This is an optimization exercise on Yosys and OpenROAD, whose aim is small area and a short achievable clock period, not a production implementation.
No functional check of the RTL was part of this run.
Power is estimated from default activity; no workload was simulated.

### design/flow/flow/run.sh
#!/bin/bash
# Standard layout, with a plain buffer (buf_1) on every input and output port,
# a clock tree of clkbuf_8 cells and no dummy clock loads.
set -euo pipefail
bash standard.sh "BUFFER_PORTS_ARGS=-buffer_cell sky130_fd_sc_hd__buf_1" \
  "CTS_ARGS=-sink_clustering_enable -repair_clock_nets -dont_use_dummy_load -buf_list sky130_fd_sc_hd__clkbuf_8" \
  finish > make_finish.log 2>&1
### design/flow/standard.sh
#!/bin/bash
# synth_recipe.tcl (not shown) runs the flow's synth.tcl, then flattens the netlist and writes it again
# the make line also repeats each setting of config.mk as NAME=value (left out here)
make -C /OpenROAD-flow-scripts/flow DESIGN_CONFIG=/design/flow/config.mk WORK_HOME=/design/flow/orfs CLKGATE_MAP_FILE= SYNTH_SCRIPT=/design/flow/synth_recipe.tcl "${@:-finish}"
### design/flow/config.mk
export PLATFORM = sky130hd
export DESIGN_NAME = fp_multiplier
export DESIGN_NICKNAME = fp_multiplier
export VERILOG_FILES = /design/flow/design.v
export SDC_FILE = /design/flow/constraint.sdc
export NUM_CORES = 4
export LEC_CHECK = 0
export CAP_MARGIN = 20
export CORE_MARGIN = 2
export CORE_UTILIZATION = 40
export SETUP_SLACK_MARGIN = 4.9
export SLEW_MARGIN = 20
export SYNTH_HIERARCHICAL = 1
### design/flow/constraint.sdc
create_clock -name core_clock -period 8.0 [get_ports {clk}]
set_input_delay 1.6000 -clock core_clock [delete_from_list [all_inputs] [get_ports {clk}]]
set_output_delay 1.6000 -clock core_clock [all_outputs]
set_load 0.01 [all_outputs]
### design/flow/design.v
module fp_multiplier (
    input         sign,
    input         clk,
    input         rst,
    input  [16:0] a,
    input  [16:0] b,
    output [17:0] out,
    output        overflow,
    output        underflow
);
  wire [17:0] xa = {sign & a[16], a};
  wire [17:0] yb = {sign & b[16], b};
  wire [8:0] neg_d, one_d, two_d;
  wire [18:0] ybz = {yb, 1'b0};
  genvar gi;
  generate for (gi = 0; gi < 9; gi = gi + 1) begin : benc
    wire y2 = ybz[2*gi+2], y1 = ybz[2*gi+1], y0 = ybz[2*gi];
    assign neg_d[gi] = y2 & ~(y1 & y0);
    assign one_d[gi] = y1 ^ y0;
    assign two_d[gi] = (y2 & ~y1 & ~y0) | (~y2 & y1 & y0);
  end endgenerate
  reg [17:0] xr;
  reg [8:0] negr, oner, twor;
  reg s1;
  always @(posedge clk) begin
    xr <= xa; negr <= neg_d; oner <= one_d; twor <= two_d; s1 <= sign;
  end
  wire [4:0] r8sel = one_d[8] ? xa[4:0] : two_d[8] ? {xa[3:0], 1'b0} : 5'd0;
  wire [5:0] r8sum = {1'b0, r8sel ^ {5{neg_d[8]}}} + neg_d[8];
  reg [5:0] r8r;
  always @(posedge clk) r8r <= r8sum;
  wire lz_d = (1'b1 & ~|yb[8:0]) | (~|xa[0:0] & ~|yb[7:0]) | (~|xa[1:0] & ~|yb[6:0]) | (~|xa[2:0] & ~|yb[5:0]) | (~|xa[3:0] & ~|yb[4:0]) | (~|xa[4:0] & ~|yb[3:0]) | (~|xa[5:0] & ~|yb[2:0]) | (~|xa[6:0] & ~|yb[1:0]) | (~|xa[7:0] & ~|yb[0:0]) | (~|xa[8:0] & 1'b1);
  reg lz1;
  always @(posedge clk) lz1 <= lz_d;
  wire pp1, pp2, pp3, pp4, pp5, pp6, pp7, pp8, pp9, pp10, pp11, pp12;
  wire pp13, pp14, pp15, pp16, pp17, pp18, pp19, pp20, pp21, pp22, pp23, pp24;
  wire pp25, pp26, pp27, pp28, pp29, pp30, pp31, pp32, pp33, pp34, pp35, pp36;
  wire pp37, pp38, pp39, pp40, pp41, pp42, pp43, pp44, pp45, pp46, pp47, pp48;
  wire pp49, pp50, pp51, pp52, pp53, pp54, pp55, pp56, pp57, pp58, pp59, pp60;
  wire pp61, pp62, pp63, pp64, pp65, pp66, pp67, pp68, pp69, pp70, pp71, pp72;
  wire pp73, pp74, pp75, pp76, pp77, pp78, pp79, pp80, pp81, pp82, pp83, pp84;
  wire pp85, pp86, pp87, pp88, pp89, pp90, pp91, pp92, pp93, pp94, pp95, pp96;
  wire pp97, pp98, pp99, pp100, pp101, pp102, pp103, pp104, pp105, pp106, pp107, pp108;
  wire pp109, pp110, pp111, pp112, pp113, pp114, pp115, pp116, pp117, pp118, pp119, pp120;
  wire pp121, pp122, pp123, pp124, pp125, pp126, pp127, pp128, pp129, pp130, pp131, pp132;
  wire pp133, pp134, pp135, pp136, pp137, pp138, pp139, pp140, pp141, pp142, pp143, pp144;
  wire pp145, pp146, pp147, pp148, pp149, pp150, pp151, pp152, pp153, pp154, pp155, pp156;
  wire pp157, pp158, pp159, pp160, pp161, pp162, pp163, pp164, pp165, pp166, s167, c168;
  wire s169, c170, s171, c172, s173, c174, s175, c176, s177, c178, s179, c180;
  wire s181, c182, s183, c184, s185, c186, s187, c188, s189, c190, s191, c192;
  wire s193, c194, s195, c196, s197, c198, s199, c200, s201, c202, s203, c204;
  wire s205, c206, s207, c208, s209, c210, s211, c212, s213, c214, s215, c216;
  wire s217, c218, s219, c220, s221, c222, s223, c224, s225, c226, s227, c228;
  wire s229, c230, s231, c232, s233, c234, s235, c236, s237, s238, c239, s240;
  wire c241, s242, c243, s244, c245, s246, c247, s248, c249, s250, c251, s252;
  wire c253, s254, c255, s256, c257, s258, c259, s260, c261, s262, c263, s264;
  wire c265, s266, c267, s268, c269, s270, c271, s272, c273, s274, c275, s276;
  wire c277, s278, c279, s280, c281, s282, c283, s284, c285, s286, c287, s288;
  wire c289, s290, c291, s292, c293, s294, c295, s296, c297, s298, c299, s300;
  wire c301, s302, c303, s304, c305, s306, c307, s308, c309, s310, c311, s312;
  wire c313, s314, c315, s316, c317, s318, c319, s320, c321, s322, c323, s324;
  wire s325, c326, s327, c328, s329, c330, s331, c332, s333, c334, s335, c336;
  wire s337, c338, s339, c340, s341, c342, s343, c344, s345, c346, s347, c348;
  wire s349, c350, s351, c352, s353, c354, s355, c356, s357, c358, s359, c360;
  wire s361, c362, s363, c364, s365, c366, s367, c368, s369, c370, s371, c372;
  wire s373, c374, s375, c376, s377, c378, s379, s380, c381, s382, c383, s384;
  wire c385, s386, c387, s388, c389, s390, c391, s392, c393, s394, c395, s396;
  wire c397, s398, c399, s400, c401, s402, c403, s404, c405, s406, c407, s408;
  wire c409, s410, c411, s412, c413, s414, c415, s416, c417, s418, c419, s420;
  wire c421, s422, c423, s424, c425, s426, c427, s428, c429, s430, c431, s432;
  wire c433, s434, c435, s436, c437, s438, c439, s440, c441, s442, lg443, lp444;
  wire lg445, lp446, lg447, lp448, lg449, lp450, lg451, lp452, lg453, lp454, lg455, lp456;
  wire lg457, lp458, lg459, lp460, lG461, lP462, lG463, lP464, lG465, lP466, lG467, lP468;
  wire lG469, lP470, lG471, lP472, lG473, lP474, lG475, lP476, lG477, lP478, lG479, lP480;
  wire lG481, lP482, lG483, lP484, lG485, lP486, hg487, hp488, hg489, hp490, hg491, hp492;
  wire hg493, hp494, hg495, hp496, hg497, hp498, hg499, hp500, hg501, hp502, hg503, hp504;
  wire hg505, hp506, hg507, hp508, hg509, hp510, hg511, hp512, hg513, hp514, hg515, hp516;
  wire hg517, hp518, hg519, hp520, hg521, hp522, hg523, hp524, hg525, hp526, hg527, hp528;
  wire hg529, hp530, hg531, hp532, hg533, hp534, hg535, hp536, hg537, hp538, hG539, hP540;
  wire hG541, hP542, hG543, hP544, hG545, hP546, hG547, hP548, hG549, hP550, hG551, hP552;
  wire hG553, hP554, hG555, hP556, hG557, hP558, hG559, hP560, hG561, hP562, hG563, hP564;
  wire hG565, hP566, hG567, hP568, hG569, hP570, hG571, hP572, hG573, hP574, hG575, hP576;
  wire hG577, hP578, hG579, hP580, hG581, hP582, hG583, hP584, hG585, hP586, hG587, hP588;
  wire hG589, hP590, hG591, hP592, hG593, hP594, hG595, hP596, hG597, hP598, hG599, hP600;
  wire hG601, hP602, hG603, hP604, hG605, hP606, hG607, hP608, hG609, hP610, hG611, hP612;
  wire hG613, hP614, hG615, hP616, hG617, hP618, hG619, hP620, hG621, hP622, hG623, hP624;
  wire hG625, hP626, hG627, hP628, hG629, hP630, hG631, hP632, hG633, hP634, hG635, hP636;
  wire hG637, hP638, hG639, hP640, hG641, hP642, hG643, hP644, hG645, hP646, hG647, hP648;
  wire hG649, hP650, hG651, hP652;
  assign pp1 = ((oner[0] & xr[0])) ^ negr[0];
  assign pp2 = ((oner[0] & xr[1]) | (twor[0] & xr[0])) ^ negr[0];
  assign pp3 = ((oner[0] & xr[2]) | (twor[0] & xr[1])) ^ negr[0];
  assign pp4 = ((oner[0] & xr[3]) | (twor[0] & xr[2])) ^ negr[0];
  assign pp5 = ((oner[0] & xr[4]) | (twor[0] & xr[3])) ^ negr[0];
  assign pp6 = ((oner[0] & xr[5]) | (twor[0] & xr[4])) ^ negr[0];
  assign pp7 = ((oner[0] & xr[6]) | (twor[0] & xr[5])) ^ negr[0];
  assign pp8 = ((oner[0] & xr[7]) | (twor[0] & xr[6])) ^ negr[0];
  assign pp9 = ((oner[0] & xr[8]) | (twor[0] & xr[7])) ^ negr[0];
  assign pp10 = ((oner[0] & xr[9]) | (twor[0] & xr[8])) ^ negr[0];
  assign pp11 = ((oner[0] & xr[10]) | (twor[0] & xr[9])) ^ negr[0];
  assign pp12 = ((oner[0] & xr[11]) | (twor[0] & xr[10])) ^ negr[0];
  assign pp13 = ((oner[0] & xr[12]) | (twor[0] & xr[11])) ^ negr[0];
  assign pp14 = ((oner[0] & xr[13]) | (twor[0] & xr[12])) ^ negr[0];
  assign pp15 = ((oner[0] & xr[14]) | (twor[0] & xr[13])) ^ negr[0];
  assign pp16 = ((oner[0] & xr[15]) | (twor[0] & xr[14])) ^ negr[0];
  assign pp17 = ((oner[0] & xr[16]) | (twor[0] & xr[15])) ^ negr[0];
  assign pp18 = ((oner[0] & xr[17]) | (twor[0] & xr[16])) ^ negr[0];
  assign pp19 = ((oner[0] & xr[17]) | (twor[0] & xr[17])) ^ negr[0];
  assign pp20 = ~pp19;
  assign pp21 = ((oner[1] & xr[0])) ^ negr[1];
  assign pp22 = ((oner[1] & xr[1]) | (twor[1] & xr[0])) ^ negr[1];
  assign pp23 = ((oner[1] & xr[2]) | (twor[1] & xr[1])) ^ negr[1];
  assign pp24 = ((oner[1] & xr[3]) | (twor[1] & xr[2])) ^ negr[1];
  assign pp25 = ((oner[1] & xr[4]) | (twor[1] & xr[3])) ^ negr[1];
  assign pp26 = ((oner[1] & xr[5]) | (twor[1] & xr[4])) ^ negr[1];
  assign pp27 = ((oner[1] & xr[6]) | (twor[1] & xr[5])) ^ negr[1];
  assign pp28 = ((oner[1] & xr[7]) | (twor[1] & xr[6])) ^ negr[1];
  assign pp29 = ((oner[1] & xr[8]) | (twor[1] & xr[7])) ^ negr[1];
  assign pp30 = ((oner[1] & xr[9]) | (twor[1] & xr[8])) ^ negr[1];
  assign pp31 = ((oner[1] & xr[10]) | (twor[1] & xr[9])) ^ negr[1];
  assign pp32 = ((oner[1] & xr[11]) | (twor[1] & xr[10])) ^ negr[1];
  assign pp33 = ((oner[1] & xr[12]) | (twor[1] & xr[11])) ^ negr[1];
  assign pp34 = ((oner[1] & xr[13]) | (twor[1] & xr[12])) ^ negr[1];
  assign pp35 = ((oner[1] & xr[14]) | (twor[1] & xr[13])) ^ negr[1];
  assign pp36 = ((oner[1] & xr[15]) | (twor[1] & xr[14])) ^ negr[1];
  assign pp37 = ((oner[1] & xr[16]) | (twor[1] & xr[15])) ^ negr[1];
  assign pp38 = ((oner[1] & xr[17]) | (twor[1] & xr[16])) ^ negr[1];
  assign pp39 = ~(((oner[1] & xr[17]) | (twor[1] & xr[17])) ^ negr[1]);
  assign pp40 = ((oner[2] & xr[0])) ^ negr[2];
  assign pp41 = ((oner[2] & xr[1]) | (twor[2] & xr[0])) ^ negr[2];
  assign pp42 = ((oner[2] & xr[2]) | (twor[2] & xr[1])) ^ negr[2];
  assign pp43 = ((oner[2] & xr[3]) | (twor[2] & xr[2])) ^ negr[2];
  assign pp44 = ((oner[2] & xr[4]) | (twor[2] & xr[3])) ^ negr[2];
  assign pp45 = ((oner[2] & xr[5]) | (twor[2] & xr[4])) ^ negr[2];
  assign pp46 = ((oner[2] & xr[6]) | (twor[2] & xr[5])) ^ negr[2];
  assign pp47 = ((oner[2] & xr[7]) | (twor[2] & xr[6])) ^ negr[2];
  assign pp48 = ((oner[2] & xr[8]) | (twor[2] & xr[7])) ^ negr[2];
  assign pp49 = ((oner[2] & xr[9]) | (twor[2] & xr[8])) ^ negr[2];
  assign pp50 = ((oner[2] & xr[10]) | (twor[2] & xr[9])) ^ negr[2];
  assign pp51 = ((oner[2] & xr[11]) | (twor[2] & xr[10])) ^ negr[2];
  assign pp52 = ((oner[2] & xr[12]) | (twor[2] & xr[11])) ^ negr[2];
  assign pp53 = ((oner[2] & xr[13]) | (twor[2] & xr[12])) ^ negr[2];
  assign pp54 = ((oner[2] & xr[14]) | (twor[2] & xr[13])) ^ negr[2];
  assign pp55 = ((oner[2] & xr[15]) | (twor[2] & xr[14])) ^ negr[2];
  assign pp56 = ((oner[2] & xr[16]) | (twor[2] & xr[15])) ^ negr[2];
  assign pp57 = ((oner[2] & xr[17]) | (twor[2] & xr[16])) ^ negr[2];
  assign pp58 = ~(((oner[2] & xr[17]) | (twor[2] & xr[17])) ^ negr[2]);
  assign pp59 = ((oner[3] & xr[0])) ^ negr[3];
  assign pp60 = ((oner[3] & xr[1]) | (twor[3] & xr[0])) ^ negr[3];
  assign pp61 = ((oner[3] & xr[2]) | (twor[3] & xr[1])) ^ negr[3];
  assign pp62 = ((oner[3] & xr[3]) | (twor[3] & xr[2])) ^ negr[3];
  assign pp63 = ((oner[3] & xr[4]) | (twor[3] & xr[3])) ^ negr[3];
  assign pp64 = ((oner[3] & xr[5]) | (twor[3] & xr[4])) ^ negr[3];
  assign pp65 = ((oner[3] & xr[6]) | (twor[3] & xr[5])) ^ negr[3];
  assign pp66 = ((oner[3] & xr[7]) | (twor[3] & xr[6])) ^ negr[3];
  assign pp67 = ((oner[3] & xr[8]) | (twor[3] & xr[7])) ^ negr[3];
  assign pp68 = ((oner[3] & xr[9]) | (twor[3] & xr[8])) ^ negr[3];
  assign pp69 = ((oner[3] & xr[10]) | (twor[3] & xr[9])) ^ negr[3];
  assign pp70 = ((oner[3] & xr[11]) | (twor[3] & xr[10])) ^ negr[3];
  assign pp71 = ((oner[3] & xr[12]) | (twor[3] & xr[11])) ^ negr[3];
  assign pp72 = ((oner[3] & xr[13]) | (twor[3] & xr[12])) ^ negr[3];
  assign pp73 = ((oner[3] & xr[14]) | (twor[3] & xr[13])) ^ negr[3];
  assign pp74 = ((oner[3] & xr[15]) | (twor[3] & xr[14])) ^ negr[3];
  assign pp75 = ((oner[3] & xr[16]) | (twor[3] & xr[15])) ^ negr[3];
  assign pp76 = ((oner[3] & xr[17]) | (twor[3] & xr[16])) ^ negr[3];
  assign pp77 = ~(((oner[3] & xr[17]) | (twor[3] & xr[17])) ^ negr[3]);
  assign pp78 = ((oner[4] & xr[0])) ^ negr[4];
  assign pp79 = ((oner[4] & xr[1]) | (twor[4] & xr[0])) ^ negr[4];
  assign pp80 = ((oner[4] & xr[2]) | (twor[4] & xr[1])) ^ negr[4];
  assign pp81 = ((oner[4] & xr[3]) | (twor[4] & xr[2])) ^ negr[4];
  assign pp82 = ((oner[4] & xr[4]) | (twor[4] & xr[3])) ^ negr[4];
  assign pp83 = ((oner[4] & xr[5]) | (twor[4] & xr[4])) ^ negr[4];
  assign pp84 = ((oner[4] & xr[6]) | (twor[4] & xr[5])) ^ negr[4];
  assign pp85 = ((oner[4] & xr[7]) | (twor[4] & xr[6])) ^ negr[4];
  assign pp86 = ((oner[4] & xr[8]) | (twor[4] & xr[7])) ^ negr[4];
  assign pp87 = ((oner[4] & xr[9]) | (twor[4] & xr[8])) ^ negr[4];
  assign pp88 = ((oner[4] & xr[10]) | (twor[4] & xr[9])) ^ negr[4];
  assign pp89 = ((oner[4] & xr[11]) | (twor[4] & xr[10])) ^ negr[4];
  assign pp90 = ((oner[4] & xr[12]) | (twor[4] & xr[11])) ^ negr[4];
  assign pp91 = ((oner[4] & xr[13]) | (twor[4] & xr[12])) ^ negr[4];
  assign pp92 = ((oner[4] & xr[14]) | (twor[4] & xr[13])) ^ negr[4];
  assign pp93 = ((oner[4] & xr[15]) | (twor[4] & xr[14])) ^ negr[4];
  assign pp94 = ((oner[4] & xr[16]) | (twor[4] & xr[15])) ^ negr[4];
  assign pp95 = ((oner[4] & xr[17]) | (twor[4] & xr[16])) ^ negr[4];
  assign pp96 = ~(((oner[4] & xr[17]) | (twor[4] & xr[17])) ^ negr[4]);
  assign pp97 = ((oner[5] & xr[0])) ^ negr[5];
  assign pp98 = ((oner[5] & xr[1]) | (twor[5] & xr[0])) ^ negr[5];
  assign pp99 = ((oner[5] & xr[2]) | (twor[5] & xr[1])) ^ negr[5];
  assign pp100 = ((oner[5] & xr[3]) | (twor[5] & xr[2])) ^ negr[5];
  assign pp101 = ((oner[5] & xr[4]) | (twor[5] & xr[3])) ^ negr[5];
  assign pp102 = ((oner[5] & xr[5]) | (twor[5] & xr[4])) ^ negr[5];
  assign pp103 = ((oner[5] & xr[6]) | (twor[5] & xr[5])) ^ negr[5];
  assign pp104 = ((oner[5] & xr[7]) | (twor[5] & xr[6])) ^ negr[5];
  assign pp105 = ((oner[5] & xr[8]) | (twor[5] & xr[7])) ^ negr[5];
  assign pp106 = ((oner[5] & xr[9]) | (twor[5] & xr[8])) ^ negr[5];
  assign pp107 = ((oner[5] & xr[10]) | (twor[5] & xr[9])) ^ negr[5];
  assign pp108 = ((oner[5] & xr[11]) | (twor[5] & xr[10])) ^ negr[5];
  assign pp109 = ((oner[5] & xr[12]) | (twor[5] & xr[11])) ^ negr[5];
  assign pp110 = ((oner[5] & xr[13]) | (twor[5] & xr[12])) ^ negr[5];
  assign pp111 = ((oner[5] & xr[14]) | (twor[5] & xr[13])) ^ negr[5];
  assign pp112 = ((oner[5] & xr[15]) | (twor[5] & xr[14])) ^ negr[5];
  assign pp113 = ((oner[5] & xr[16]) | (twor[5] & xr[15])) ^ negr[5];
  assign pp114 = ((oner[5] & xr[17]) | (twor[5] & xr[16])) ^ negr[5];
  assign pp115 = ~(((oner[5] & xr[17]) | (twor[5] & xr[17])) ^ negr[5]);
  assign pp116 = ((oner[6] & xr[0])) ^ negr[6];
  assign pp117 = ((oner[6] & xr[1]) | (twor[6] & xr[0])) ^ negr[6];
  assign pp118 = ((oner[6] & xr[2]) | (twor[6] & xr[1])) ^ negr[6];
  assign pp119 = ((oner[6] & xr[3]) | (twor[6] & xr[2])) ^ negr[6];
  assign pp120 = ((oner[6] & xr[4]) | (twor[6] & xr[3])) ^ negr[6];
  assign pp121 = ((oner[6] & xr[5]) | (twor[6] & xr[4])) ^ negr[6];
  assign pp122 = ((oner[6] & xr[6]) | (twor[6] & xr[5])) ^ negr[6];
  assign pp123 = ((oner[6] & xr[7]) | (twor[6] & xr[6])) ^ negr[6];
  assign pp124 = ((oner[6] & xr[8]) | (twor[6] & xr[7])) ^ negr[6];
  assign pp125 = ((oner[6] & xr[9]) | (twor[6] & xr[8])) ^ negr[6];
  assign pp126 = ((oner[6] & xr[10]) | (twor[6] & xr[9])) ^ negr[6];
  assign pp127 = ((oner[6] & xr[11]) | (twor[6] & xr[10])) ^ negr[6];
  assign pp128 = ((oner[6] & xr[12]) | (twor[6] & xr[11])) ^ negr[6];
  assign pp129 = ((oner[6] & xr[13]) | (twor[6] & xr[12])) ^ negr[6];
  assign pp130 = ((oner[6] & xr[14]) | (twor[6] & xr[13])) ^ negr[6];
  assign pp131 = ((oner[6] & xr[15]) | (twor[6] & xr[14])) ^ negr[6];
  assign pp132 = ((oner[6] & xr[16]) | (twor[6] & xr[15])) ^ negr[6];
  assign pp133 = ((oner[6] & xr[17]) | (twor[6] & xr[16])) ^ negr[6];
  assign pp134 = ~(((oner[6] & xr[17]) | (twor[6] & xr[17])) ^ negr[6]);
  assign pp135 = ((oner[7] & xr[0])) ^ negr[7];
  assign pp136 = ((oner[7] & xr[1]) | (twor[7] & xr[0])) ^ negr[7];
  assign pp137 = ((oner[7] & xr[2]) | (twor[7] & xr[1])) ^ negr[7];
  assign pp138 = ((oner[7] & xr[3]) | (twor[7] & xr[2])) ^ negr[7];
  assign pp139 = ((oner[7] & xr[4]) | (twor[7] & xr[3])) ^ negr[7];
  assign pp140 = ((oner[7] & xr[5]) | (twor[7] & xr[4])) ^ negr[7];
  assign pp141 = ((oner[7] & xr[6]) | (twor[7] & xr[5])) ^ negr[7];
  assign pp142 = ((oner[7] & xr[7]) | (twor[7] & xr[6])) ^ negr[7];
  assign pp143 = ((oner[7] & xr[8]) | (twor[7] & xr[7])) ^ negr[7];
  assign pp144 = ((oner[7] & xr[9]) | (twor[7] & xr[8])) ^ negr[7];
  assign pp145 = ((oner[7] & xr[10]) | (twor[7] & xr[9])) ^ negr[7];
  assign pp146 = ((oner[7] & xr[11]) | (twor[7] & xr[10])) ^ negr[7];
  assign pp147 = ((oner[7] & xr[12]) | (twor[7] & xr[11])) ^ negr[7];
  assign pp148 = ((oner[7] & xr[13]) | (twor[7] & xr[12])) ^ negr[7];
  assign pp149 = ((oner[7] & xr[14]) | (twor[7] & xr[13])) ^ negr[7];
  assign pp150 = ((oner[7] & xr[15]) | (twor[7] & xr[14])) ^ negr[7];
  assign pp151 = ((oner[7] & xr[16]) | (twor[7] & xr[15])) ^ negr[7];
  assign pp152 = ((oner[7] & xr[17]) | (twor[7] & xr[16])) ^ negr[7];
  assign pp153 = ~(((oner[7] & xr[17]) | (twor[7] & xr[17])) ^ negr[7]);
  assign pp154 = ((oner[8] & xr[5]) | (twor[8] & xr[4])) ^ negr[8];
  assign pp155 = ((oner[8] & xr[6]) | (twor[8] & xr[5])) ^ negr[8];
  assign pp156 = ((oner[8] & xr[7]) | (twor[8] & xr[6])) ^ negr[8];
  assign pp157 = ((oner[8] & xr[8]) | (twor[8] & xr[7])) ^ negr[8];
  assign pp158 = ((oner[8] & xr[9]) | (twor[8] & xr[8])) ^ negr[8];
  assign pp159 = ((oner[8] & xr[10]) | (twor[8] & xr[9])) ^ negr[8];
  assign pp160 = ((oner[8] & xr[11]) | (twor[8] & xr[10])) ^ negr[8];
  assign pp161 = ((oner[8] & xr[12]) | (twor[8] & xr[11])) ^ negr[8];
  assign pp162 = ((oner[8] & xr[13]) | (twor[8] & xr[12])) ^ negr[8];
  assign pp163 = ((oner[8] & xr[14]) | (twor[8] & xr[13])) ^ negr[8];
  assign pp164 = ((oner[8] & xr[15]) | (twor[8] & xr[14])) ^ negr[8];
  assign pp165 = ((oner[8] & xr[16]) | (twor[8] & xr[15])) ^ negr[8];
  assign pp166 = ((oner[8] & xr[17]) | (twor[8] & xr[16])) ^ negr[8];
  fp_ha u_s167 (.a(negr[5]), .b(pp11), .s(s167), .co(c168));
  fp_ha u_s169 (.a(pp12), .b(pp30), .s(s169), .co(c170));
  fp_fa u_s171 (.a(negr[6]), .b(pp13), .c(pp31), .s(s171), .co(c172));
  fp_ha u_s173 (.a(pp48), .b(pp65), .s(s173), .co(c174));
  fp_fa u_s175 (.a(pp14), .b(pp32), .c(pp49), .s(s175), .co(c176));
  fp_ha u_s177 (.a(pp66), .b(pp83), .s(s177), .co(c178));
  fp_fa u_s179 (.a(negr[7]), .b(pp15), .c(pp33), .s(s179), .co(c180));
  fp_fa u_s181 (.a(pp50), .b(pp67), .c(pp84), .s(s181), .co(c182));
  fp_ha u_s183 (.a(pp101), .b(pp118), .s(s183), .co(c184));
  fp_fa u_s185 (.a(pp16), .b(pp34), .c(pp51), .s(s185), .co(c186));
  fp_fa u_s187 (.a(pp68), .b(pp85), .c(pp102), .s(s187), .co(c188));
  fp_ha u_s189 (.a(pp119), .b(pp136), .s(s189), .co(c190));
  fp_fa u_s191 (.a(r8r[0]), .b(pp17), .c(pp35), .s(s191), .co(c192));
  fp_fa u_s193 (.a(pp52), .b(pp69), .c(pp86), .s(s193), .co(c194));
  fp_fa u_s195 (.a(pp103), .b(pp120), .c(pp137), .s(s195), .co(c196));
  fp_fa u_s197 (.a(r8r[1]), .b(pp18), .c(pp36), .s(s197), .co(c198));
  fp_fa u_s199 (.a(pp53), .b(pp70), .c(pp87), .s(s199), .co(c200));
  fp_fa u_s201 (.a(pp104), .b(pp121), .c(pp138), .s(s201), .co(c202));
  fp_fa u_s203 (.a(r8r[2]), .b(pp19), .c(pp37), .s(s203), .co(c204));
  fp_fa u_s205 (.a(pp54), .b(pp71), .c(pp88), .s(s205), .co(c206));
  fp_fa u_s207 (.a(pp105), .b(pp122), .c(pp139), .s(s207), .co(c208));
  fp_fa u_s209 (.a(r8r[3]), .b(pp19), .c(pp38), .s(s209), .co(c210));
  fp_fa u_s211 (.a(pp55), .b(pp72), .c(pp89), .s(s211), .co(c212));
  fp_fa u_s213 (.a(pp106), .b(pp123), .c(pp140), .s(s213), .co(c214));
  fp_fa u_s215 (.a(r8r[4]), .b(pp39), .c(pp56), .s(s215), .co(c216));
  fp_fa u_s217 (.a(pp73), .b(pp90), .c(pp107), .s(s217), .co(c218));
  fp_fa u_s219 (.a(pp124), .b(pp141), .c(pp20), .s(s219), .co(c220));
  assign s221 = ~(r8r[5] ^ pp57);
  assign c222 = r8r[5] | pp57;
  fp_fa u_s223 (.a(pp74), .b(pp91), .c(pp108), .s(s223), .co(c224));
  fp_fa u_s225 (.a(pp125), .b(pp142), .c(pp154), .s(s225), .co(c226));
  fp_fa u_s227 (.a(pp58), .b(pp75), .c(pp92), .s(s227), .co(c228));
  fp_fa u_s229 (.a(pp109), .b(pp126), .c(pp143), .s(s229), .co(c230));
  assign s231 = ~(pp76 ^ pp93);
  assign c232 = pp76 | pp93;
  fp_ha u_s233 (.a(pp110), .b(pp127), .s(s233), .co(c234));
  fp_fa u_s235 (.a(pp77), .b(pp94), .c(pp111), .s(s235), .co(c236));
  assign s237 = ~pp95;
  fp_ha u_s238 (.a(negr[3]), .b(pp7), .s(s238), .co(c239));
  fp_ha u_s240 (.a(pp8), .b(pp26), .s(s240), .co(c241));
  fp_fa u_s242 (.a(negr[4]), .b(pp9), .c(pp27), .s(s242), .co(c243));
  fp_ha u_s244 (.a(pp44), .b(pp61), .s(s244), .co(c245));
  fp_fa u_s246 (.a(pp10), .b(pp28), .c(pp45), .s(s246), .co(c247));
  fp_ha u_s248 (.a(pp62), .b(pp79), .s(s248), .co(c249));
  fp_fa u_s250 (.a(pp29), .b(pp46), .c(pp63), .s(s250), .co(c251));
  fp_fa u_s252 (.a(pp80), .b(pp97), .c(s167), .s(s252), .co(c253));
  fp_fa u_s254 (.a(pp47), .b(pp64), .c(pp81), .s(s254), .co(c255));
  fp_fa u_s256 (.a(pp98), .b(c168), .c(s169), .s(s256), .co(c257));
  fp_fa u_s258 (.a(pp82), .b(pp99), .c(pp116), .s(s258), .co(c259));
  fp_fa u_s260 (.a(c170), .b(s173), .c(s171), .s(s260), .co(c261));
  fp_fa u_s262 (.a(pp100), .b(pp117), .c(c174), .s(s262), .co(c263));
  fp_fa u_s264 (.a(s177), .b(c172), .c(s175), .s(s264), .co(c265));
  fp_fa u_s266 (.a(pp135), .b(c178), .c(s183), .s(s266), .co(c267));
  fp_fa u_s268 (.a(c176), .b(s179), .c(s181), .s(s268), .co(c269));
  fp_fa u_s270 (.a(c184), .b(s189), .c(c180), .s(s270), .co(c271));
  fp_fa u_s272 (.a(c182), .b(s185), .c(s187), .s(s272), .co(c273));
  fp_fa u_s274 (.a(c190), .b(c186), .c(c188), .s(s274), .co(c275));
  fp_fa u_s276 (.a(s191), .b(s193), .c(s195), .s(s276), .co(c277));
  fp_fa u_s278 (.a(c192), .b(c194), .c(c196), .s(s278), .co(c279));
  fp_fa u_s280 (.a(s197), .b(s199), .c(s201), .s(s280), .co(c281));
  fp_fa u_s282 (.a(c198), .b(c200), .c(c202), .s(s282), .co(c283));
  fp_fa u_s284 (.a(s203), .b(s205), .c(s207), .s(s284), .co(c285));
  fp_fa u_s286 (.a(c204), .b(c206), .c(c208), .s(s286), .co(c287));
  fp_fa u_s288 (.a(s209), .b(s211), .c(s213), .s(s288), .co(c289));
  fp_fa u_s290 (.a(c210), .b(c212), .c(c214), .s(s290), .co(c291));
  fp_fa u_s292 (.a(s215), .b(s217), .c(s219), .s(s292), .co(c293));
  fp_fa u_s294 (.a(s221), .b(c216), .c(c218), .s(s294), .co(c295));
  fp_fa u_s296 (.a(c220), .b(s223), .c(s225), .s(s296), .co(c297));
  fp_fa u_s298 (.a(pp155), .b(c222), .c(c224), .s(s298), .co(c299));
  fp_fa u_s300 (.a(c226), .b(s227), .c(s229), .s(s300), .co(c301));
  fp_fa u_s302 (.a(pp144), .b(pp156), .c(s231), .s(s302), .co(c303));
  fp_fa u_s304 (.a(s233), .b(c228), .c(c230), .s(s304), .co(c305));
  fp_fa u_s306 (.a(pp128), .b(pp145), .c(pp157), .s(s306), .co(c307));
  fp_fa u_s308 (.a(c232), .b(c234), .c(s235), .s(s308), .co(c309));
  fp_fa u_s310 (.a(pp112), .b(pp129), .c(pp146), .s(s310), .co(c311));
  fp_fa u_s312 (.a(pp158), .b(s237), .c(c236), .s(s312), .co(c313));
  fp_fa u_s314 (.a(pp95), .b(pp96), .c(pp113), .s(s314), .co(c315));
  fp_fa u_s316 (.a(pp130), .b(pp147), .c(pp159), .s(s316), .co(c317));
  assign s318 = ~(pp114 ^ pp131);
  assign c319 = pp114 | pp131;
  fp_ha u_s320 (.a(pp148), .b(pp160), .s(s320), .co(c321));
  fp_fa u_s322 (.a(pp115), .b(pp132), .c(pp149), .s(s322), .co(c323));
  assign s324 = ~pp133;
  fp_ha u_s325 (.a(negr[2]), .b(pp5), .s(s325), .co(c326));
  fp_ha u_s327 (.a(pp6), .b(pp24), .s(s327), .co(c328));
  fp_fa u_s329 (.a(pp25), .b(pp42), .c(pp59), .s(s329), .co(c330));
  fp_fa u_s331 (.a(pp43), .b(pp60), .c(c239), .s(s331), .co(c332));
  fp_fa u_s333 (.a(pp78), .b(c241), .c(s244), .s(s333), .co(c334));
  fp_fa u_s335 (.a(c245), .b(s248), .c(c243), .s(s335), .co(c336));
  fp_fa u_s337 (.a(c249), .b(c247), .c(s250), .s(s337), .co(c338));
  fp_fa u_s339 (.a(c251), .b(s254), .c(c253), .s(s339), .co(c340));
  fp_fa u_s341 (.a(c255), .b(s258), .c(c257), .s(s341), .co(c342));
  fp_fa u_s343 (.a(c259), .b(s262), .c(c261), .s(s343), .co(c344));
  fp_fa u_s345 (.a(c263), .b(s266), .c(c265), .s(s345), .co(c346));
  fp_fa u_s347 (.a(c267), .b(c269), .c(s270), .s(s347), .co(c348));
  fp_fa u_s349 (.a(c271), .b(c273), .c(s274), .s(s349), .co(c350));
  fp_fa u_s351 (.a(c275), .b(c277), .c(s278), .s(s351), .co(c352));
  fp_fa u_s353 (.a(c279), .b(c281), .c(s282), .s(s353), .co(c354));
  fp_fa u_s355 (.a(c283), .b(c285), .c(s286), .s(s355), .co(c356));
  fp_fa u_s357 (.a(c287), .b(c289), .c(s290), .s(s357), .co(c358));
  fp_fa u_s359 (.a(c291), .b(s294), .c(c293), .s(s359), .co(c360));
  fp_fa u_s361 (.a(c295), .b(c297), .c(s298), .s(s361), .co(c362));
  fp_fa u_s363 (.a(s302), .b(c299), .c(c301), .s(s363), .co(c364));
  fp_fa u_s365 (.a(s306), .b(c303), .c(c305), .s(s365), .co(c366));
  fp_fa u_s367 (.a(c307), .b(s310), .c(c309), .s(s367), .co(c368));
  fp_fa u_s369 (.a(c311), .b(s314), .c(s316), .s(s369), .co(c370));
  fp_fa u_s371 (.a(s318), .b(s320), .c(c315), .s(s371), .co(c372));
  fp_fa u_s373 (.a(pp161), .b(c319), .c(c321), .s(s373), .co(c374));
  fp_fa u_s375 (.a(pp150), .b(pp162), .c(s324), .s(s375), .co(c376));
  fp_fa u_s377 (.a(pp133), .b(pp134), .c(pp151), .s(s377), .co(c378));
  assign s379 = ~pp152;
  fp_ha u_s380 (.a(negr[1]), .b(pp3), .s(s380), .co(c381));
  fp_ha u_s382 (.a(pp4), .b(pp22), .s(s382), .co(c383));
  fp_fa u_s384 (.a(pp23), .b(pp40), .c(s325), .s(s384), .co(c385));
  fp_fa u_s386 (.a(pp41), .b(c326), .c(s327), .s(s386), .co(c387));
  fp_fa u_s388 (.a(c328), .b(s238), .c(s329), .s(s388), .co(c389));
  fp_fa u_s390 (.a(s240), .b(c330), .c(s331), .s(s390), .co(c391));
  fp_fa u_s392 (.a(s242), .b(c332), .c(s333), .s(s392), .co(c393));
  fp_fa u_s394 (.a(s246), .b(c334), .c(s335), .s(s394), .co(c395));
  fp_fa u_s396 (.a(s252), .b(c336), .c(s337), .s(s396), .co(c397));
  fp_fa u_s398 (.a(s256), .b(c338), .c(s339), .s(s398), .co(c399));
  fp_fa u_s400 (.a(s260), .b(c340), .c(s341), .s(s400), .co(c401));
  fp_fa u_s402 (.a(s264), .b(c342), .c(s343), .s(s402), .co(c403));
  fp_fa u_s404 (.a(s268), .b(c344), .c(s345), .s(s404), .co(c405));
  fp_fa u_s406 (.a(s272), .b(c346), .c(s347), .s(s406), .co(c407));
  fp_fa u_s408 (.a(s276), .b(c348), .c(s349), .s(s408), .co(c409));
  fp_fa u_s410 (.a(s280), .b(c350), .c(s351), .s(s410), .co(c411));
  fp_fa u_s412 (.a(s284), .b(c352), .c(s353), .s(s412), .co(c413));
  fp_fa u_s414 (.a(s288), .b(c354), .c(s355), .s(s414), .co(c415));
  fp_fa u_s416 (.a(s292), .b(c356), .c(s357), .s(s416), .co(c417));
  fp_fa u_s418 (.a(s296), .b(c358), .c(s359), .s(s418), .co(c419));
  fp_fa u_s420 (.a(s300), .b(c360), .c(s361), .s(s420), .co(c421));
  fp_fa u_s422 (.a(s304), .b(c362), .c(s363), .s(s422), .co(c423));
  fp_fa u_s424 (.a(s308), .b(s365), .c(c364), .s(s424), .co(c425));
  fp_fa u_s426 (.a(s312), .b(c366), .c(s367), .s(s426), .co(c427));
  fp_fa u_s428 (.a(c313), .b(s369), .c(c368), .s(s428), .co(c429));
  fp_fa u_s430 (.a(c317), .b(c370), .c(s371), .s(s430), .co(c431));
  fp_fa u_s432 (.a(s322), .b(s373), .c(c372), .s(s432), .co(c433));
  fp_fa u_s434 (.a(c323), .b(s375), .c(c374), .s(s434), .co(c435));
  fp_fa u_s436 (.a(pp163), .b(c376), .c(s377), .s(s436), .co(c437));
  fp_fa u_s438 (.a(pp164), .b(s379), .c(c378), .s(s438), .co(c439));
  fp_fa u_s440 (.a(pp152), .b(pp153), .c(pp165), .s(s440), .co(c441));
  assign s442 = ~pp166;
  assign lg443 = (negr[0] & pp1);
  assign lp444 = (negr[0] ^ pp1);
  assign lg445 = (pp2 & 1'b0);
  assign lp446 = (pp2 ^ 1'b0);
  assign lg447 = (s380 & pp21);
  assign lp448 = (s380 ^ pp21);
  assign lg449 = (c381 & s382);
  assign lp450 = (c381 ^ s382);
  assign lg451 = (c383 & s384);
  assign lp452 = (c383 ^ s384);
  assign lg453 = (c385 & s386);
  assign lp454 = (c385 ^ s386);
  assign lg455 = (c387 & s388);
  assign lp456 = (c387 ^ s388);
  assign lg457 = (c389 & s390);
  assign lp458 = (c389 ^ s390);
  assign lg459 = (c391 & s392);
  assign lp460 = (c391 ^ s392);
  assign lG461 = lg445 | (lp446 & lg443);
  assign lP462 = lp446 & lp444;
  assign lG463 = lg449 | (lp450 & lg447);
  assign lP464 = lp450 & lp448;
  assign lG465 = lg453 | (lp454 & lg451);
  assign lP466 = lp454 & lp452;
  assign lG467 = lg457 | (lp458 & lg455);
  assign lP468 = lp458 & lp456;
  assign lG469 = lg447 | (lp448 & lG461);
  assign lP470 = lp448 & lP462;
  assign lG471 = lG463 | (lP464 & lG461);
  assign lP472 = lP464 & lP462;
  assign lG473 = lg455 | (lp456 & lG465);
  assign lP474 = lp456 & lP466;
  assign lG475 = lG467 | (lP468 & lG465);
  assign lP476 = lP468 & lP466;
  assign lG477 = lg451 | (lp452 & lG471);
  assign lP478 = lp452 & lP472;
  assign lG479 = lG465 | (lP466 & lG471);
  assign lP480 = lP466 & lP472;
  assign lG481 = lG473 | (lP474 & lG471);
  assign lP482 = lP474 & lP472;
  assign lG483 = lG475 | (lP476 & lG471);
  assign lP484 = lP476 & lP472;
  assign lG485 = lg459 | (lp460 & lG483);
  assign lP486 = lp460 & lP484;
  wire ck_w = lG485;
  wire [8:0] lot = {lp460, lp458, lp456, lp454, lp452, lp450, lp448, lp446, lp444};
  wire [24:0] ha_w = {c441, c439, c437, c435, c433, c431, c429, c427, c425, c423, c421, c419, c417, c415, c413, c411, c409, c407, c405, c403, c401, c399, c397, c395, c393};
  wire [24:0] hb_w = {s442, s440, s438, s436, s434, s432, s430, s428, s426, s424, s422, s420, s418, s416, s414, s412, s410, s408, s406, s404, s402, s400, s398, s396, s394};
  reg [24:0] ra;
  reg [24:0] rb;
  reg lor, land, ck, s2, rst_d;
  always @(posedge clk) begin
    ra <= ha_w; rb <= hb_w; s2 <= s1; rst_d <= rst;
    lor <= ~lz1; land <= &lot; ck <= ck_w;
  end
  assign hg487 = (ck & ck);
  assign hp488 = (ck ^ ck);
  assign hg489 = (ra[0] & rb[0]);
  assign hp490 = (ra[0] ^ rb[0]);
  assign hg491 = (ra[1] & rb[1]);
  assign hp492 = (ra[1] ^ rb[1]);
  assign hg493 = (ra[2] & rb[2]);
  assign hp494 = (ra[2] ^ rb[2]);
  assign hg495 = (ra[3] & rb[3]);
  assign hp496 = (ra[3] ^ rb[3]);
  assign hg497 = (ra[4] & rb[4]);
  assign hp498 = (ra[4] ^ rb[4]);
  assign hg499 = (ra[5] & rb[5]);
  assign hp500 = (ra[5] ^ rb[5]);
  assign hg501 = (ra[6] & rb[6]);
  assign hp502 = (ra[6] ^ rb[6]);
  assign hg503 = (ra[7] & rb[7]);
  assign hp504 = (ra[7] ^ rb[7]);
  assign hg505 = (ra[8] & rb[8]);
  assign hp506 = (ra[8] ^ rb[8]);
  assign hg507 = (ra[9] & rb[9]);
  assign hp508 = (ra[9] ^ rb[9]);
  assign hg509 = (ra[10] & rb[10]);
  assign hp510 = (ra[10] ^ rb[10]);
  assign hg511 = (ra[11] & rb[11]);
  assign hp512 = (ra[11] ^ rb[11]);
  assign hg513 = (ra[12] & rb[12]);
  assign hp514 = (ra[12] ^ rb[12]);
  assign hg515 = (ra[13] & rb[13]);
  assign hp516 = (ra[13] ^ rb[13]);
  assign hg517 = (ra[14] & rb[14]);
  assign hp518 = (ra[14] ^ rb[14]);
  assign hg519 = (ra[15] & rb[15]);
  assign hp520 = (ra[15] ^ rb[15]);
  assign hg521 = (ra[16] & rb[16]);
  assign hp522 = (ra[16] ^ rb[16]);
  assign hg523 = (ra[17] & rb[17]);
  assign hp524 = (ra[17] ^ rb[17]);
  assign hg525 = (ra[18] & rb[18]);
  assign hp526 = (ra[18] ^ rb[18]);
  assign hg527 = (ra[19] & rb[19]);
  assign hp528 = (ra[19] ^ rb[19]);
  assign hg529 = (ra[20] & rb[20]);
  assign hp530 = (ra[20] ^ rb[20]);
  assign hg531 = (ra[21] & rb[21]);
  assign hp532 = (ra[21] ^ rb[21]);
  assign hg533 = (ra[22] & rb[22]);
  assign hp534 = (ra[22] ^ rb[22]);
  assign hg535 = (ra[23] & rb[23]);
  assign hp536 = (ra[23] ^ rb[23]);
  assign hg537 = (ra[24] & rb[24]);
  assign hp538 = (ra[24] ^ rb[24]);
  assign hG539 = hg489 | (hp490 & hg487);
  assign hP540 = hp490 & hp488;
  assign hG541 = hg493 | (hp494 & hg491);
  assign hP542 = hp494 & hp492;
  assign hG543 = hg497 | (hp498 & hg495);
  assign hP544 = hp498 & hp496;
  assign hG545 = hg501 | (hp502 & hg499);
  assign hP546 = hp502 & hp500;
  assign hG547 = hg505 | (hp506 & hg503);
  assign hP548 = hp506 & hp504;
  assign hG549 = hg509 | (hp510 & hg507);
  assign hP550 = hp510 & hp508;
  assign hG551 = hg513 | (hp514 & hg511);
  assign hP552 = hp514 & hp512;
  assign hG553 = hg517 | (hp518 & hg515);
  assign hP554 = hp518 & hp516;
  assign hG555 = hg521 | (hp522 & hg519);
  assign hP556 = hp522 & hp520;
  assign hG557 = hg525 | (hp526 & hg523);
  assign hP558 = hp526 & hp524;
  assign hG559 = hg529 | (hp530 & hg527);
  assign hP560 = hp530 & hp528;
  assign hG561 = hg533 | (hp534 & hg531);
  assign hP562 = hp534 & hp532;
  assign hG563 = hg537 | (hp538 & hg535);
  assign hP564 = hp538 & hp536;
  assign hG565 = hg491 | (hp492 & hG539);
  assign hP566 = hp492 & hP540;
  assign hG567 = hG541 | (hP542 & hG539);
  assign hP568 = hP542 & hP540;
  assign hG569 = hg499 | (hp500 & hG543);
  assign hP570 = hp500 & hP544;
  assign hG571 = hG545 | (hP546 & hG543);
  assign hP572 = hP546 & hP544;
  assign hG573 = hg507 | (hp508 & hG547);
  assign hP574 = hp508 & hP548;
  assign hG575 = hG549 | (hP550 & hG547);
  assign hP576 = hP550 & hP548;
  assign hG577 = hg515 | (hp516 & hG551);
  assign hP578 = hp516 & hP552;
  assign hG579 = hG553 | (hP554 & hG551);
  assign hP580 = hP554 & hP552;
  assign hG581 = hg523 | (hp524 & hG555);
  assign hP582 = hp524 & hP556;
  assign hG583 = hG557 | (hP558 & hG555);
  assign hP584 = hP558 & hP556;
  assign hG585 = hg531 | (hp532 & hG559);
  assign hP586 = hp532 & hP560;
  assign hG587 = hG561 | (hP562 & hG559);
  assign hP588 = hP562 & hP560;
  assign hG589 = hg495 | (hp496 & hG567);
  assign hP590 = hp496 & hP568;
  assign hG591 = hG543 | (hP544 & hG567);
  assign hP592 = hP544 & hP568;
  assign hG593 = hG569 | (hP570 & hG567);
  assign hP594 = hP570 & hP568;
  assign hG595 = hG571 | (hP572 & hG567);
  assign hP596 = hP572 & hP568;
  assign hG597 = hg511 | (hp512 & hG575);
  assign hP598 = hp512 & hP576;
  assign hG599 = hG551 | (hP552 & hG575);
  assign hP600 = hP552 & hP576;
  assign hG601 = hG577 | (hP578 & hG575);
  assign hP602 = hP578 & hP576;
  assign hG603 = hG579 | (hP580 & hG575);
  assign hP604 = hP580 & hP576;
  assign hG605 = hg527 | (hp528 & hG583);
  assign hP606 = hp528 & hP584;
  assign hG607 = hG559 | (hP560 & hG583);
  assign hP608 = hP560 & hP584;
  assign hG609 = hG585 | (hP586 & hG583);
  assign hP610 = hP586 & hP584;
  assign hG611 = hG587 | (hP588 & hG583);
  assign hP612 = hP588 & hP584;
  assign hG613 = hg503 | (hp504 & hG595);
  assign hP614 = hp504 & hP596;
  assign hG615 = hG547 | (hP548 & hG595);
  assign hP616 = hP548 & hP596;
  assign hG617 = hG573 | (hP574 & hG595);
  assign hP618 = hP574 & hP596;
  assign hG619 = hG575 | (hP576 & hG595);
  assign hP620 = hP576 & hP596;
  assign hG621 = hG597 | (hP598 & hG595);
  assign hP622 = hP598 & hP596;
  assign hG623 = hG599 | (hP600 & hG595);
  assign hP624 = hP600 & hP596;
  assign hG625 = hG601 | (hP602 & hG595);
  assign hP626 = hP602 & hP596;
  assign hG627 = hG603 | (hP604 & hG595);
  assign hP628 = hP604 & hP596;
  assign hG629 = hg535 | (hp536 & hG611);
  assign hP630 = hp536 & hP612;
  assign hG631 = hG563 | (hP564 & hG611);
  assign hP632 = hP564 & hP612;
  assign hG633 = hg519 | (hp520 & hG627);
  assign hP634 = hp520 & hP628;
  assign hG635 = hG555 | (hP556 & hG627);
  assign hP636 = hP556 & hP628;
  assign hG637 = hG581 | (hP582 & hG627);
  assign hP638 = hP582 & hP628;
  assign hG639 = hG583 | (hP584 & hG627);
  assign hP640 = hP584 & hP628;
  assign hG641 = hG605 | (hP606 & hG627);
  assign hP642 = hP606 & hP628;
  assign hG643 = hG607 | (hP608 & hG627);
  assign hP644 = hP608 & hP628;
  assign hG645 = hG609 | (hP610 & hG627);
  assign hP646 = hP610 & hP628;
  assign hG647 = hG611 | (hP612 & hG627);
  assign hP648 = hP612 & hP628;
  assign hG649 = hG629 | (hP630 & hG627);
  assign hP650 = hP630 & hP628;
  assign hG651 = hG631 | (hP632 & hG627);
  assign hP652 = hP632 & hP628;
  wire [33:9] ph = {(hp538 ^ hG649), (hp536 ^ hG647), (hp534 ^ hG645), (hp532 ^ hG643), (hp530 ^ hG641), (hp528 ^ hG639), (hp526 ^ hG637), (hp524 ^ hG635), (hp522 ^ hG633), (hp520 ^ hG627), (hp518 ^ hG625), (hp516 ^ hG623), (hp514 ^ hG621), (hp512 ^ hG619), (hp510 ^ hG617), (hp508 ^ hG615), (hp506 ^ hG613), (hp504 ^ hG595), (hp502 ^ hG593), (hp500 ^ hG591), (hp498 ^ hG589), (hp496 ^ hG567), (hp494 ^ hG565), (hp492 ^ hG539), (hp490 ^ hg487)};
  wire neg = s2 & ph[33];
  wire ovf_w = neg ? ~&ph[33:25] : |ph[33:24];
  wire unf_w = neg ? ~(&ph[15:9] & land) : (|ph[15:9] | lor);
  wire clr = rst | rst_d;
  reg [17:0] out_r;
  reg overflow_r, underflow_r;
  always @(posedge clk) begin
    out_r       <= clr ? 18'd0 : ph[31:14];
    overflow_r  <= clr ? 1'b0 : ovf_w;
    underflow_r <= clr ? 1'b0 : unf_w;
  end
  assign overflow = overflow_r;
  assign underflow = underflow_r;
  assign out = out_r;
endmodule
module fp_fa (input a, input b, input c, output s, output co);
  assign s = a ^ b ^ c;
  assign co = (a & b) | (c & (a ^ b));
endmodule
module fp_ha (input a, input b, output s, output co);
  assign s = a ^ b;
  assign co = a & b;
endmodule
==> flow_metrics.py <==
metrics = {
    "synthesis": {
        "async_flop_share": 0,
        "ys_ff_latch": 128,
        "ys_warn_count": 7,
        "syn_avg_cell_area_sq_um": 10.4,
        "synth.distinct_cells": 53,
        "synth-edff-count": 0,
        "synthCells": 982,
        "synth_flop_cell": "dfxtp_1",
        "synth_area_sq_um": 10200,
        "synth_seq_area_share": 0.251,
        "syn-num-nets": 1198,
    },
    "clocking": {
        "cts_tree": "built",
        "root_buffer": "clkbuf_8",
        "cts_buffers": 17,
        "cts_buffer_depth": 2,
        "clk_pin_slew_worst_paths_ns": 0.08,
        "postCtsHoldBufs": 0,
        "htree_levels": 4,
        "cts_sinks": 128,
        "clk_latency_ns": 0.44,
    },
    "place": {
        "gp_congestion": 0.814,
        "dp_hpwl_um": 17500,
        "dp_cells": 1280,
        "placed_cell_area_sq_um": 10500,
        "port_buffers": 56,
    },
    "grt": {
        "grt_max_degree": 21,
        "grtUsageTotal": 0.195,
        "grt-ovfl-total": 0,
        "grt_first_pass_wirelength_um": 40200,
        "grt_pass1_vias": 7388,
        "antenna_found_initial": 1,
    },
    "cells_and_area": {
        "drive_above_1_share": 0.0784,
        "diodes": 0,
        "final_common_cell": "xnor2_1",
        "stdcell_count": 1300,
        "fill_cells": 2450,
        "synthToLayoutAreaGrowth_pct": 6.91,
        "final_area_sq_um": 10900,
        "fin_nets": 1188,
        "final_cell_mix": "xnor2_1 (164), a22oi_1 (149), fa_1 (121)",
    },
    "critical_path": {
        "rrSetupSlack_ns": 4.95,
        "required_ns": 8.31,
        "path_class": "reg -> reg",
        "startpoint_type": "flop",
        "reg2reg_to": "rb[9]",
        "arrival_ns": 3.37,
        "r2r-start": "xr[5]",
        "r2r_cells": 6,
        "path_max_fanout": 18,
        "end_kind": "flop",
    },
    "detailed_routing": {
        "drtAntennaViolNets": 0,
        "route.detailed.drc": 0,
        "drtPass1Iterations": 5,
        "drtIter0Drc": 560,
        "drt-wirelength-per-cell_um": 19.1,
        "num_vias": 7108,
        "drt-total-wl_um": 24800,
        "vias_per_cell": 5.47,
    },
    "die": {
        "fp.coreArea_sq_um": 25100,
        "die_h_um": 164,
        "dieArea_sq_um": 26800,
        "row_count": 58,
        "floorplan.initialDensity": 0.406,
        "io_pins": 57,
        "die_x_um": 164,
    },
    "hold_path": {
        "min_to": "s2",
        "hp-class": "reg -> reg",
        "min_path_cells": 0,
        "worstHoldStart": "s1",
    },
    "power_and_ir_drop": {
        "peakVddDrop_mv": 0.124,
        "total_power_mw": 3.59,
        "cellLeakagePower_nw": 4.07,
        "p_per_area_nw_per_um2": 330,
    },
    "run": {
        "maxCapViolations": 0,
    },
    "sta": {
        "rsz0062_at_grt": "no",
        "drv_slew": 0,
        "min_period_over_period": 0.382,
        "clock.fmax_mhz": 327,
        "finalClockSkew_ns": 0.0274,
        "finalSetupTns_ns": 0,
        "worst_hold_slack_ns": 0.391,
        "maxSlewHeadroom": 0.655,
        "hold_viol_final": 0,
        "worstMarginPinSlew_ns": 0.514,
        "setup_violations": 0,
        "post-route-min-period_ns": 3.05,
    },
    "outcome": {
        "status": "complete, no violations",
    },
}
[worst max-delay path by stage]
stage,start,to,slack (ns),depth (start not counted)
floorplan,xr[15],rb[8],4.90,8
global placement,oner[0],rb[10],4.50,6
detailed placement,oner[0],rb[13],4.51,7
CTS,ra[0],overflow_r,4.91,10
global route,xr[5],rb[9],4.91,6
finish,xr[5],rb[9],4.95,6
[critical path, cell delays in order (launching register included)]
cell	delay [ns]
dfxtp_2	0.64
a22oi_1	0.15
xnor2_1	0.27
fa_1	0.47
fa_1	0.40
fa_1	0.58
fa_1	0.42
[Yosys cell counts, drive strengths merged (3+ instances only)]
master | instances | share of area
a211oi | 4 | 0.0044
a21o | 12 | 0.0088
a21oi | 19 | 0.0093
a22oi | 149 | 0.11
a31oi | 3 | 0.0018
and2 | 6 | 0.0037
buf | 23 | 0.0086
clkbuf | 73 | 0.027
dfxtp | 128 | 0.25
fa | 121 | 0.24
ha | 58 | 0.071
inv | 20 | 0.0074
nand2 | 30 | 0.011
nand2b | 10 | 0.0061
nand3 | 11 | 0.0054
nand3b | 8 | 0.0059
nand4 | 4 | 0.0025
nor2 | 31 | 0.011
nor2b | 10 | 0.0061
nor3 | 7 | 0.0034
o211ai | 3 | 0.0022
o21ai | 27 | 0.013
or2 | 4 | 0.0025
xnor2 | 165 | 0.14
xor2 | 26 | 0.022
[repair_timing]
action / CTS / global route
setup endpoints to repair: 31 / 17
gates resized for setup: 36 / 32
setup buffers: 0 / 3
pin swaps: 1 / 3
[where the power goes]
group	internal [mW]	leakage [nW]	total [mW]	switching, mW
Sequential	0.852	1.09	0.994	0.142
Combinational	1.03	2.86	2.20	1.17
Clock	0.186	0.122	0.397	0.211
Total	2.07	4.07	3.59	1.53
[through the flow]
| step | setup WS (ns) | util |
|---|---|---|
| global placement | 4.50 | 0.419 |
| finish | 4.95 | 0.434 |
| detailed placement | 4.51 | 0.419 |
| CTS | 4.91 | 0.430 |
| global route | 4.91 | 0.434 |
| floorplan | 4.90 | - |
[cell families after synthesis]
kind of cell             after synthesis  synth area share
multiplexers                           3           0.00319
flip-flops                           128             0.251
adder cells (fa/ha/maj)              179             0.309
AND/OR/NAND/NOR                      130            0.0649
XOR/XNOR                             191             0.164
AO/OA/AOI/OAI                        235             0.165
buffers and inverters                116            0.0428
[area by class of cell]
cell class,instances,area (sq um),area share
clock buffers,17,234,0.0215
inverters,20,75.1,0.00689
multi-input cells,738,7200,0.661
flip-flops and latches,128,2680,0.246
well taps,330,413,0.0379
repair buffers,67,293,0.0269
[flip-flops by register name (all words and copies together) (netlist names), 6 cells and up]
name	count
oner	9
ra	25
out_r	18
twor	9
rb	25
negr	9
xr	18
r8r	6
[modules after synthesis (local to each module, per instance)]
module         cell area (sq um)  copies in the design  cells  flops+latches
fp_multiplier               7650                     1    849            128
fp_ha                       12.5                    16      1              0
fp_fa                       20.0                   117      1              0
[layer usage]
| metal | GRT usage | share of wire | up-vias |
|---|---|---|---|
| li1 | - | - | 3345 |
| met1 | 0.274 | 0.46 | 3440 |
| met2 | 0.304 | 0.45 | 293 |
| met3 | 0.0391 | 0.081 | 30 |
| met4 | 0.0622 | 0.016 | 0 |
| met5 | 0 | 0 | - |

## port drivers added, routing unchanged
No port has a modelled driver above. Below, the same layout with a new extraction and two added sets of constraints. Step 1: set_driving_cell puts a clkbuf_16 on clk and a buf_2 on each other input, an assumption about the parent block. Step 2 moves the port delays by t, midway between the first and last clock arrival at a register: inputs arrive t later, outputs are due t later. That takes back most of the time a late clock gives input paths. Slacks: ideal / step 1 / step 2; pairs: ideal / step 1.
shift t [ns]: 0.474
setup slack, ns: 4.945 / 4.945 / 4.736
worst hold slack (ns): 0.391 / 0.391 / 0.391
worst setup path after step 2: input to register
After both steps this run still meets setup and hold. For this run, drivers alone change the setup slack by 0.000 ns; drivers and shift together by -0.209 ns.
